What follows belongs to an exercise in optimizing a design on an open flow for small area, a short achievable clock period and few clock cycles; a production flow would make more cautious choices.
At most, simulation tests tie the RTL to the original design; equivalence was not proved.
Power is estimated from default activity; no workload was simulated.

==> inputs of run a <==
## mmult
module mmult#(parameter MATRIX_SIZE = 3,
              parameter INPUT_UNIT_LEN = 8,
              parameter OUTPUT_UNIT_LEN = INPUT_UNIT_LEN*2+1)
             (input clk,
              input reset_n,
              input enable,
              input [0:9*INPUT_UNIT_LEN-1] A_mat,
              input [0:9*INPUT_UNIT_LEN-1] B_mat,
              output valid,
              output wire [0:9*OUTPUT_UNIT_LEN-1] C_mat);
export LEC_CHECK = 0
export CAP_MARGIN = 30
export CORE_MARGIN = 2
export CORE_UTILIZATION = 60
export CTS_BUF_LIST = sky130_fd_sc_hd__clkbuf_8
export SETUP_SLACK_MARGIN = 3.3
export SLEW_MARGIN = 45
export SYNTH_HIERARCHICAL = 1
export TNS_END_PERCENT = 5
create_clock -name core_clock -period 8.0 [get_ports {clk}]
standard.sh (not shown) runs the stock make flow with config.mk's settings and CLKGATE_MAP_FILE= SYNTH_SCRIPT=/design/flow/synth_recipe.tcl, a recipe that flattens the netlist after the stock synthesis.
==> flow/flow/run.sh <==
#!/bin/bash
# The standard layout (the standard.sh, synthesis unchanged), except for
# the port buffers: every input and output port still gets exactly one
# buffer, but a buf_4 instead of the weak buffer buffer_ports picks on its
# own, and after global placement each port buffer is moved from beside its
# pin to the logic it serves (move_port_buffers.tcl); detailed placement
# then legalizes it.  make's output goes to standard.log; each step's log
# stays in orfs/logs.
set -euo pipefail
export BUFFER_PORTS_ARGS="-buffer_cell sky130_fd_sc_hd__buf_4"
export POST_GLOBAL_PLACE_TCL="$PWD/flow/move_port_buffers.tcl"
bash standard.sh finish > standard.log 2>&1
==> flow/flow/move_port_buffers.tcl <==
# Move each port buffer from beside its pin to the logic it serves: an
# input port's buffer to the middle of the cells it drives, an output
# port's buffer next to the cell that drives it.  The port itself drives,
# or is driven by, the longer wire to the pin instead of a small logic
# cell.  Detailed placement legalizes the moved buffers afterwards.
set block [ord::get_db_block]
set moved 0
foreach bterm [$block getBTerms] {
  set net [$bterm getNet]
  if { $net == "NULL" } { continue }
  if { [$net getSigType] != "SIGNAL" } { continue }
  set iterms [$net getITerms]
  if { [llength $iterms] != 1 } { continue }
  set buf [[lindex $iterms 0] getInst]
  set master [[$buf getMaster] getName]
  if { ![string match "sky130_fd_sc_hd__buf_*" $master] } { continue }
  # the buffer's other net
  set other "NULL"
  foreach it [$buf getITerms] {
    set n [$it getNet]
    if { $n == "NULL" || $n == $net } { continue }
    if { [$n getSigType] != "SIGNAL" } { continue }
    set other $n
  }
  if { $other == "NULL" } { continue }
  set xs 0; set ys 0; set cnt 0
  foreach it [$other getITerms] {
    set i [$it getInst]
    if { $i == $buf } { continue }
    set loc [$i getLocation]
    incr xs [lindex $loc 0]; incr ys [lindex $loc 1]; incr cnt
  }
  if { $cnt == 0 } { continue }
  $buf setLocation [expr {$xs / $cnt}] [expr {$ys / $cnt}]
  $buf setPlacementStatus PLACED
  incr moved
}
puts "move_port_buffers: moved $moved port buffers"
==> inputs of run b, as changes to run a <==
- CORE_UTILIZATION: 60 -> 45
- CTS_BUF_LIST: sky130_fd_sc_hd__clkbuf_8 -> default
- SETUP_SLACK_MARGIN: 3.3 -> 3.5
- TNS_END_PERCENT: 5 -> 1
==> run summary <==
In sequential cell count, run a and run b do not differ. Of run b and run a, run a has the higher global-route usage (gap 9.9 points). In critical path depth, run b and run a do not differ. Cell area: run b is larger than run a (about 2.4%). Of run a and run b, run b has the higher hold slack (gap 0.10 ns). Synthesized cell count is the same in run b and run a. Sequential power is about the same in run a and run b. Via count is about the same in run b and run a. First-iteration DRC count: run a is smaller than run b (about 6%).
==> figures <==
Highest net fanout along the worst path: run b 24; run a 6
Initial antenna violation count: run b 83; run a 74
Area of combinational cells with multiple inputs: run b 42000 sq um; run a 41300 sq um
Total GRT Usage: run b 0.334; run a 0.433
Critical path data required time: run b 8.49 ns; run a 6.40 ns
Count of plain and timing-repair buffers: run b 315; run a 304
Crit path arrival time: run b 5.06 ns; run a 3.05 ns
Outcome: run b no timing/DRC/antenna violations; run a no timing/DRC/antenna violations
Die outline height: run b 331 um; run a 288 um
Sequential portion of the cell area: run b 0.105; run a 0.108
GRT met1 Usage: run b 0.393; run a 0.530
Number of fill cells in the layout: run b 9560; run a 6258
Share of post-route cells with drive strength above 1: run b 0.155; run a 0.104
Die width: run b 331 um; run a 288 um
Smallest hold slack: run b 1.19 ns; run a 1.09 ns
Clock buffers created by TritonCTS: run b 39; run a 58
Highest clock rate: run b 219 MHz; run a 215 MHz
Number of resized instances in the post-cts repair step: run b 16; run a 3
Period utilization: run b 0.571; run a 0.581
Clock root buffer: run b clkbuf_16; run a clkbuf_8
Testbench counts of run a, summed over its fixed seeds: cycles 320.
Testbench counts of run b, summed over its fixed seeds: cycles 320.

========
==> job 4270 <==
Starting RTL as in the previous note.
export LEC_CHECK = 0
export CAP_MARGIN = 30
export CORE_MARGIN = 2
export CORE_UTILIZATION = 40
export SETUP_SLACK_MARGIN = 3.3
export SLEW_MARGIN = 45
export SYNTH_HIERARCHICAL = 1
export TNS_END_PERCENT = 5
create_clock -name core_clock -period 8.0 [get_ports {clk}]
==> flow/flow/run.sh <==
#!/bin/bash
# The standard layout (the standard.sh, synthesis unchanged), except that
# the port buffers are a stronger buffer than the one buffer_ports picks on
# its own: every input and output port still gets exactly one buffer.
set -euo pipefail
export BUFFER_PORTS_ARGS="-buffer_cell sky130_fd_sc_hd__buf_4"
bash standard.sh finish > standard.log 2>&1
==> inputs of job 385, as changes to job 4270 <==
==> flow/flow/run.sh (replaced) <==
#!/bin/bash
# The standard layout (the standard.sh, synthesis unchanged), except for
# the port buffers: every input and output port still gets exactly one
# buffer, but a buf_4 instead of the weak buffer buffer_ports picks on its
# own, and after global placement each port buffer is moved from beside its
# pin to the logic it serves (move_port_buffers.tcl); detailed placement
# then legalizes it.  make's output goes to standard.log; each step's log
# stays in orfs/logs.
set -euo pipefail
export BUFFER_PORTS_ARGS="-buffer_cell sky130_fd_sc_hd__buf_4"
export POST_GLOBAL_PLACE_TCL="$PWD/flow/move_port_buffers.tcl"
bash standard.sh finish > standard.log 2>&1
==> flow/flow/move_port_buffers.tcl (new file) <==
# Move each port buffer from beside its pin to the logic it serves: an
# input port's buffer to the middle of the cells it drives, an output
# port's buffer next to the cell that drives it.  The port itself drives,
# or is driven by, the longer wire to the pin instead of a small logic
# cell.  Detailed placement legalizes the moved buffers afterwards.
set block [ord::get_db_block]
set moved 0
foreach bterm [$block getBTerms] {
  set net [$bterm getNet]
  if { $net == "NULL" } { continue }
  if { [$net getSigType] != "SIGNAL" } { continue }
  set iterms [$net getITerms]
  if { [llength $iterms] != 1 } { continue }
  set buf [[lindex $iterms 0] getInst]
  set master [[$buf getMaster] getName]
  if { ![string match "sky130_fd_sc_hd__buf_*" $master] } { continue }
  # the buffer's other net
  set other "NULL"
  foreach it [$buf getITerms] {
    set n [$it getNet]
    if { $n == "NULL" || $n == $net } { continue }
    if { [$n getSigType] != "SIGNAL" } { continue }
    set other $n
  }
  if { $other == "NULL" } { continue }
  set xs 0; set ys 0; set cnt 0
  foreach it [$other getITerms] {
    set i [$it getInst]
    if { $i == $buf } { continue }
    set loc [$i getLocation]
    incr xs [lindex $loc 0]; incr ys [lindex $loc 1]; incr cnt
  }
  if { $cnt == 0 } { continue }
  $buf setLocation [expr {$xs / $cnt}] [expr {$ys / $cnt}]
  $buf setPlacementStatus PLACED
  incr moved
}
puts "move_port_buffers: moved $moved port buffers"
--- a/flow/config.mk
+++ b/flow/config.mk
@@ -10,5 +10,5 @@
 export CORE_UTILIZATION = 40
-export SETUP_SLACK_MARGIN = 3.3
+export SETUP_SLACK_MARGIN = 3.5
 export SLEW_MARGIN = 45
 export SYNTH_HIERARCHICAL = 1
-export TNS_END_PERCENT = 5
+export TNS_END_PERCENT = 1
==> impl_metrics.py <==
metrics = {
    "route": {
        "wl_per_cell_um": 26.9,
    },
    "layout": {
        "fill_cells": 11300,
    },
    "run_status": {
        "status": "finished clean",
    },
    "power": {
        "p_seq_mw": 2.70,
    },
    "global_route": {
        "grt_pass1_vias": 39800,
    },
    "worst_setup_path": {
        "crit_end": "C_mat[102]",
    },
}
The numbers above come from job 4270.

==> impl_metrics.py <==
metrics = {
    "worst_setup_path": {
        "crit_path_end_kind": "flip-flop",
        "crit_end": "e12_q[18]$_DFF_P_",
    },
    "run_status": {
        "status": "finished clean",
    },
    "layout": {
        "fill_cells": 11300,
    },
    "route": {
        "wl_per_cell_um": 29.3,
    },
    "sta": {
        "worst_pin_slew_ns": 0.639,
    },
    "power": {
        "p_comb_frac": 0.780,
    },
}
The numbers above come from job 385.

Testbench counts of job 4270, summed over its fixed seeds: cycles 320.
Testbench counts of job 385, summed over its fixed seeds: cycles 320.

========
==> trial 90: inputs <==
mmult, a different RTL version from the one above (not shown whole).
==> flow/design.v (excerpt) <==
module mmult#(parameter MATRIX_SIZE = 3,
              parameter INPUT_UNIT_LEN = 8,
              parameter OUTPUT_UNIT_LEN = INPUT_UNIT_LEN*2+1)
             (input clk,
              input reset_n,
              input enable,
              input [0:9*INPUT_UNIT_LEN-1] A_mat,
              input [0:9*INPUT_UNIT_LEN-1] B_mat,
              output valid,
              output wire [0:9*OUTPUT_UNIT_LEN-1] C_mat);
    reg valid_store;
    always @(posedge clk) begin
        if (!reset_n) valid_store <= 1'b0;
        else          valid_store <= enable;
    end
    assign valid = valid_store;
    wire [7:0] a0 = A_mat[0 +: 8];
    wire [7:0] a1 = A_mat[8 +: 8];
    wire [7:0] a2 = A_mat[16 +: 8];
    wire [7:0] a3 = A_mat[24 +: 8];
    wire [7:0] a4 = A_mat[32 +: 8];
    wire [7:0] a5 = A_mat[40 +: 8];
    wire [7:0] a6 = A_mat[48 +: 8];
    wire [7:0] a7 = A_mat[56 +: 8];
    wire [7:0] a8 = A_mat[64 +: 8];
    wire [7:0] b0 = B_mat[0 +: 8];
    wire [7:0] b1 = B_mat[8 +: 8];
    wire [7:0] b2 = B_mat[16 +: 8];
    wire [7:0] b3 = B_mat[24 +: 8];
    wire [7:0] b4 = B_mat[32 +: 8];
    wire [7:0] b5 = B_mat[40 +: 8];
    wire [7:0] b6 = B_mat[48 +: 8];
    wire [7:0] b7 = B_mat[56 +: 8];
    wire [7:0] b8 = B_mat[64 +: 8];
    wire e00_p0_0_0 = ~(a0[0] & b0[0]);
    wire e00_p0_0_1 = ~(a0[0] & b0[1]);
    wire e00_p0_0_2 = ~(a0[0] & b0[2]);
    wire e00_p0_0_3 = ~(a0[0] & b0[3]);
    wire e00_p0_0_4 = ~(a0[0] & b0[4]);
    wire e00_p0_0_5 = ~(a0[0] & b0[5]);
    wire e00_p0_0_6 = ~(a0[0] & b0[6]);
    wire e00_p0_0_7 = ~(a0[0] & b0[7]);
    wire e00_p0_1_0 = ~(a0[1] & b0[0]);
    wire e00_p0_1_1 = ~(a0[1] & b0[1]);
    wire e00_p0_1_2 = ~(a0[1] & b0[2]);
    wire e00_p0_1_3 = ~(a0[1] & b0[3]);
    wire e00_p0_1_4 = ~(a0[1] & b0[4]);
    wire e00_p0_1_5 = ~(a0[1] & b0[5]);
    wire e00_p0_1_6 = ~(a0[1] & b0[6]);
    wire e00_p0_1_7 = ~(a0[1] & b0[7]);
  ...
export LEC_CHECK = 0
export CAP_MARGIN = 30
export CORE_MARGIN = 2
export CORE_UTILIZATION = 45
export SETUP_SLACK_MARGIN = 3.3
export SLEW_MARGIN = 45
export SYNTH_HIERARCHICAL = 1
export TNS_END_PERCENT = 5
create_clock -name core_clock -period 8.0 [get_ports {clk}]
==> flow/flow/run.sh <==
#!/bin/bash
# The standard layout (the standard.sh, synthesis unchanged), except for
# the port buffers: every input and output port still gets exactly one
# buffer, but a buf_4 instead of the weak buffer buffer_ports picks on its
# own; after global placement the A_mat/B_mat buffers, which each drive 24
# partial products, are made buf_8 (upsize_inputs.tcl), and each port
# buffer is moved from beside its pin to the logic it serves
# (move_port_buffers.tcl); detailed placement then legalizes them.  make's
# output goes to standard.log; each step's log stays in orfs/logs.
set -euo pipefail
export BUFFER_PORTS_ARGS="-buffer_cell sky130_fd_sc_hd__buf_4"
export POST_GLOBAL_PLACE_TCL="$PWD/flow/post_gp.tcl"
bash standard.sh finish > standard.log 2>&1
Other scripts of this flow, unchanged in this note and not shown: flow/flow/move_port_buffers.tcl, flow/flow/post_gp.tcl, flow/flow/upsize_inputs.tcl
==> trial 12: changes against trial 90 <==
- CORE_UTILIZATION: 45 -> 40
==> comparison <==
Cell count: trial 12 is higher than trial 90 (2.2%).
Sequential share of layout area is about the same in trial 12 and trial 90.
Via count is about the same in trial 90 and trial 12.
Area after synthesis is the same in trial 90 and trial 12.
In synthesized cell count, trial 12 and trial 90 do not differ.
In trial 12 the setup slack is better than in trial 90, by 0.038 ns.
Of trial 90 and trial 12, trial 90 has the higher non-clock buffer count (gap 1).
Sequential cell count is the same in trial 12 and trial 90.
Hold slack: trial 90 is lower than trial 12 (0.020 ns).
Die area: trial 90 is smaller than trial 12 (11%).
==> figures <==
	trial 12	trial 90
Transition time of the tightest slew-check pin	0.548 ns	0.480 ns
Post-route worst setup slack	3.38 ns	3.34 ns
Area of the core	118000 um2	105000 um2
Status	no timing/DRC/antenna violations	no timing/DRC/antenna violations
Min cycle time layout	4.62 ns	4.66 ns
First-pass GRT wire length	276 mm	275 mm
Logic depth of the worst setup path including buffers	8	9
Initial antenna violation count	11	6
Total Power	19.3 mW	19.6 mW
Fraction of power consumed by combinational cells	0.776	0.773
Total via count in the routed design	36000	36100
Finished Layout Cells	6093	5961
Part of the total power dissipated in sequential elements	0.133	0.131
Worst ir drop on vdd	0.286 mV	0.454 mV
Buffer count excluding the clock tree in the final layout	303	304
Max frequency	216 MHz	214 MHz
Ratio of routed vias to standard cells	5.91	6.05
Cell count after placement	6023	5878
Portion of the layout cell area used by non-clock buffers	0.0628	0.0630
Met1 routed wirelength after detailed routing	60.5 mm	59.4 mm
Clock-pin slew on the worst setup and hold paths	0.05 ns	0.07 ns
No run of this note included a check of the RTL's function; only the layout flow was run.

========
==> 04-19: inputs <==
Another version of the RTL of mmult (not shown whole).
Settings: LEC_CHECK=0, CAP_MARGIN=30, CORE_MARGIN=2, CORE_UTILIZATION=40, SETUP_SLACK_MARGIN=3.3, SLEW_MARGIN=45, SYNTH_HIERARCHICAL=1, TNS_END_PERCENT=5; clock period 8.0 ns.
==> flow/flow/run.sh <==
#!/bin/bash
# The standard layout (the standard.sh, synthesis unchanged), except for
# the port buffers: every input and output port still gets exactly one
# buffer, but a buf_4 instead of the weak buffer buffer_ports picks on its
# own, and after global placement the input-port buffers, which each drive
# the 24 partial products of one operand bit, are made buf_8
# (upsize_inputs.tcl).  make's output goes to standard.log; each step's log
# stays in orfs/logs.
set -euo pipefail
export BUFFER_PORTS_ARGS="-buffer_cell sky130_fd_sc_hd__buf_4"
export POST_GLOBAL_PLACE_TCL="$PWD/flow/upsize_inputs.tcl"
bash standard.sh finish > standard.log 2>&1
==> flow/flow/upsize_inputs.tcl <==
# Make the buffers that buffer_ports put on the A_mat and B_mat inputs buf_8.
set n 0
foreach inst [get_cells *] {
  if { [get_property $inst ref_name] != "sky130_fd_sc_hd__buf_4" } { continue }
  set pin [get_pins -of_objects $inst -filter "direction == input"]
  set net [get_property [get_nets -of_objects $pin] name]
  if { [string match "A_mat*" $net] || [string match "B_mat*" $net] } {
    replace_cell $inst sky130_fd_sc_hd__buf_8
    incr n
  }
}
puts "upsize_inputs: $n input buffers made buf_8"
==> inputs of 01-21, as changes to 04-19 <==
==> flow/flow/run.sh (replaced) <==
#!/bin/bash
# The standard layout (the standard.sh, synthesis unchanged), except that
# the port buffers are a stronger buffer than the one buffer_ports picks on
# its own: every input and output port still gets exactly one buffer.
set -euo pipefail
export BUFFER_PORTS_ARGS="-buffer_cell sky130_fd_sc_hd__buf_4"
bash standard.sh finish > standard.log 2>&1
SETUP_SLACK_MARGIN = 3.7   (was 3.3)
removed: flow/flow/upsize_inputs.tcl
==> inputs of 08-05, as changes to 04-19 <==
==> flow/flow/run.sh (replaced) <==
#!/bin/bash
# The standard layout (the standard.sh, synthesis unchanged), except that
# the port buffers are a stronger buffer than the one buffer_ports picks on
# its own: every input and output port still gets exactly one buffer.
set -euo pipefail
export BUFFER_PORTS_ARGS="-buffer_cell sky130_fd_sc_hd__buf_4"
bash standard.sh finish > standard.log 2>&1
SETUP_SLACK_MARGIN = 3.5   (was 3.3)
removed: flow/flow/upsize_inputs.tcl
==> run summary <==
Sequential power: 04-19 is lower than 01-21 (about 2%).
In area after synthesis, 08-05 and 01-21 do not differ.
Maximum frequency, lowest first: 04-19, 08-05, 01-21.
First-iteration DRC count: 01-21 > 04-19 > 08-05.
The highest power belongs to 01-21, the lowest to 04-19.
Synthesized cell count is the same in 08-05 and 01-21.
Sequential cell count is the same in 01-21 and 04-19.
In die area, 01-21 and 08-05 do not differ.
The highest utilization belongs to 01-21, the lowest to 08-05.
The highest setup slack belongs to 01-21, the lowest to 04-19.
Against 04-19, the combinational power of 01-21 is larger by about 9%.
==> figures <==
metric                                                                  04-19       01-21       08-05
Outcome                                      no timing/DRC/antenna violations  no timing/DRC/antenna violations  no timing/DRC/antenna violations
Stages on the worst setup path                                              8           8           7
Leakage power summed over all cells                                 0.0189 uW   0.0188 uW   0.0185 uW
FF/Latch Area                                                        5610 um2    5620 um2    5610 um2
Peak fanout along the critical path                                         3           2           5
First-pass GRT wire length                                          253000 um   257000 um   251000 um
Buffer count excluding the clock tree in the final layout                 304         358         309
Detailed route wirelength on metal2                                  76000 um    78000 um    74400 um
Final weighted congestion of routability-driven global placement            -       0.903       0.876
Number of antenna violations at the first check in global routing           1           9           5
Largest voltage drop on the vdd net                                    587 uV      485 uV      365 uV
Non-clock buffer share                                                  6.23%       4.94%       4.32%
Final wirelength                                                    165000 um   168000 um   165000 um
End point of the critical path                                      C_mat[69]   C_mat[87]   C_mat[35]
Net Sw Frac                                                             49.1%       48.1%       48.7%
Post-CTS setup buffers                                                      1          27           5
Final period demand of the worst path                                 4.74 ns     4.63 ns     4.69 ns
Ratio of layout area to synthesized area                               1.118x      1.134x      1.115x
Post-place instance area                                            52400 um2   52100 um2   52100 um2
Share of the final layout cell area in multi-input gates                76.8%       78.2%       78.6%
Final non-filler cell total                                              6269        6328        6277
GR Layer Usage met1                                                     36.7%       36.4%       36.8%
Global router's overall resource usage                                  27.8%       28.3%       27.8%
No functional check of the RTL was part of any run of this note.

re-timing with driven ports:
Ports are ideal in the flow. The routed layouts listed here were re-timed in OpenROAD.
Step 1 sets driving cells, clkbuf_16 on the clock port and buf_2 on the other inputs (assumed; they add their load-dependent delay and slew).
Step 2 times the ports against the registers' clock, not the clock port: input delays grow and output delays shrink by t, the midpoint of the rising clock arrivals with the driver on.
Three values: ideal ports, drivers, drivers and shift; two values: the first two.
| run | t, ns | slack for setup (ns) | worst hold slack (ns) | worst slew at a driven data input, ns | pins driven straight from the clock port |
|---|---|---|---|---|---|
| run a | 0.780 | 3.350 / 3.280 / 2.572 | 1.086 / 1.045 / 1.824 | 0.25 | 1 |
| run b | 0.680 | 3.431 / 3.282 / 2.602 | 1.190 / 1.146 / 1.826 | 0.25 | 1 |
| job 4270 | 0.692 | 3.247 / 3.172 / 2.682 | 1.177 / 1.126 / 1.817 | 0.14 | 1 |
| job 385 | 0.692 | 3.442 / 3.289 / 2.597 | 1.180 / 1.134 / 1.826 | 0.27 | 1 |
| trial 90 | 0.701 | 3.337 / 3.264 / 2.622 | 1.173 / 1.124 / 1.825 | 0.30 | 1 |
| trial 12 | 0.686 | 3.376 / 3.217 / 2.531 | 1.192 / 1.151 / 1.838 | 0.36 | 1 |
| 04-19 | 0.683 | 3.262 / 3.189 / 2.896 | 1.194 / 1.146 / 1.830 | 0.11 | 1 |
| 01-21 | 0.693 | 3.372 / 3.295 / 2.776 | 1.186 / 1.134 / 1.827 | 0.10 | 1 |
| 08-05 | 0.676 | 3.311 / 3.239 / 2.831 | 1.182 / 1.137 / 1.813 | 0.09 | 1 |
After both steps every run listed still meets setup and hold.
